Source: an optimization exercise on an open RTL-to-GDS flow (aim: small area and a short achievable clock period). Production flows keep margins and buffers that such runs may drop. Only simulation tests tie the RTL to the original design; equivalence was not proved. Power figures rest on the tool's default switching activity, not on a simulated workload.

## pipelined_fpadder
module pipelined_fpadder (a,b,sub,rm,s,clk,clrn,e);
	input clk, clrn;
	input [15:0] a, b;
	input [1:0] rm;
	input sub;
	input e;
	output reg [15:0] s;
	wire [4:0] ea = a[14:10];
	wire [4:0] eb = b[14:10];
	wire ha = |ea;
	wire hb = |eb;
	wire [10:0] ma = {ha, a[9:0]};
	wire [10:0] mb = {hb, b[9:0]};
	wire [4:0] ee = ea + eb + 5'd17;           
	wire a_ff = &ea, b_ff = &eb;
	wire a_f0 = ~|a[9:0], b_f0 = ~|b[9:0];
	wire a_inf = a_ff & a_f0, b_inf = b_ff & b_f0;
	wire a_nan = a_ff & ~a_f0, b_nan = b_ff & ~b_f0;
	wire is_inf = a_inf | b_inf;
	wire is_nan = a_nan | b_nan | ((sub ^ a[15] ^ b[15]) & a_inf & b_inf);
	wire [8:0] nan9 = (a[8:0] > b[8:0]) ? a[8:0] : b[8:0];
	function [3:0] lzc11;
		input [10:0] m;
		integer i;
		begin
			lzc11 = 4'd11;
			for (i = 0; i <= 10; i = i + 1)
				if (m[i]) lzc11 = 4'd10 - i;
		end
	endfunction
	wire [3:0] la = lzc11(ma);
	wire [3:0] lb = lzc11(mb);
	wire [4:0] ll = la + lb;
	wire [4:0] mm = (ee == 5'd0) ? 5'd1 : ee;  
	wire ll_lt = ll < mm;
	wire [4:0] sh = ll_lt ? ll : mm;           
	wire [3:0] shc = (sh > 5'd15) ? 4'd15 : sh[3:0];
	wire [4:0] eb1 = ee + 5'd1 - sh;
	wire [14:0] c;
	fp_mul11 mul (.x(ma), .y(mb), .c(c));
	reg [14:0] r_c;
	reg [4:0] r_eb;
	reg [3:0] r_sh;
	reg [1:0] r_rm;
	reg r_sign, r_x, r_nan, r_inf;
	always @(posedge clk or negedge clrn) begin
		if (!clrn) begin
			r_c <= 0; r_eb <= 0; r_sh <= 0; r_rm <= 0;
			r_sign <= 0; r_x <= 0; r_nan <= 0; r_inf <= 0;
		end else if (e) begin
			r_c <= c;
			r_eb <= is_nan ? nan9[8:4] : eb1;    
			r_sh <= is_nan ? nan9[3:0] : shc;
			r_rm <= rm;
			r_sign <= a[15] ^ b[15];
			r_x <= ll_lt;
			r_nan <= is_nan;
			r_inf <= is_inf;
		end
	end
	wire [14:0] t = r_c << r_sh;
	wire d = r_x & ~t[14];
	wire [13:0] f0 = d ? t[13:0] : t[14:1];
	wire rne = ~r_rm[1] & ~r_rm[0];
	wire rup = (~r_rm[1] & r_rm[0] & r_sign) | (r_rm[1] & ~r_rm[0] & ~r_sign);
	wire grs = f0[2] | f0[1] | f0[0];
	wire plus1 = rne & f0[2] & (f0[1] | f0[0] | f0[3]) | rup & grs;
	wire [11:0] fr = {1'b0, f0[13:3]} + plus1;
  ...
Size: ~930 cells after synthesis, ~46 flip-flops, ~54 I/O pins.
make LEC_CHECK=0 CAP_MARGIN=20 CORE_MARGIN=2 CORE_UTILIZATION=40 SETUP_SLACK_MARGIN=1.5 SLEW_MARGIN=20 SYNTH_HIERARCHICAL=1 finish   # period 7.0 ns
run.sh (not shown) runs the stock make flow with config.mk's settings and CLKGATE_MAP_FILE= SYNTH_SCRIPT=/design/flow/synth_recipe.tcl, a recipe that flattens the netlist after the stock synthesis.
The starting point completed without violations.
==> next run, changes <==
--- a/flow/config.mk
+++ b/flow/config.mk
@@ -6,8 +6,9 @@
 export NUM_CORES = 4
 export LEC_CHECK = 0
+export ABC_CLOCK_PERIOD_IN_PS = 4000
 export CAP_MARGIN = 20
 export CORE_MARGIN = 2
 export CORE_UTILIZATION = 40
-export SETUP_SLACK_MARGIN = 1.5
+export SETUP_SLACK_MARGIN = 2.5
 export SLEW_MARGIN = 20
 export SYNTH_HIERARCHICAL = 1
- combinational power is higher by about 11%
- total power is higher by about 8%
- critical path depth does not change
- non-clock buffer count is higher by 32
- worst setup slack gets better by 59 ps
- via count is higher by about 3.4%
- register-to-register slack gets better by 430 ps
- sequential share of layout area is lower by 0.76 points
- core utilization is higher by 3.5 points
- clock skew is about the same

-- separate check: timing with driven ports --
How much do the figures lean on ideal ports? The routed layouts below were timed once more, with nothing changed but the port constraints.
Step 1 sets driving cells, clkbuf_16 on the clock port and buf_2 on the other inputs (assumed; they add their load-dependent delay and slew).
Step 2 times the ports against the registers' clock, not the clock port: input delays grow and output delays shrink by t, the midpoint of the rising clock arrivals with the driver on.
a / b / c = no drivers / after step 1 / after step 2; a / b = the first two.
run	t (ns)	slack for setup (ns)	hold slack, ns	worst data-port slew with drivers (ns)	pins driven straight from the clock port
the first run	0.329	1.027 / 1.023 / 0.695	0.485 / 0.485 / 0.485	0.06	1
the second run	0.328	1.086 / 1.085 / 0.757	0.488 / 0.488 / 0.488	0.08	1
After both steps setup and hold are still met in every run listed. For the first run, which loses most, drivers alone change the setup slack by -0.004 ns; drivers and shift together by -0.332 ns.
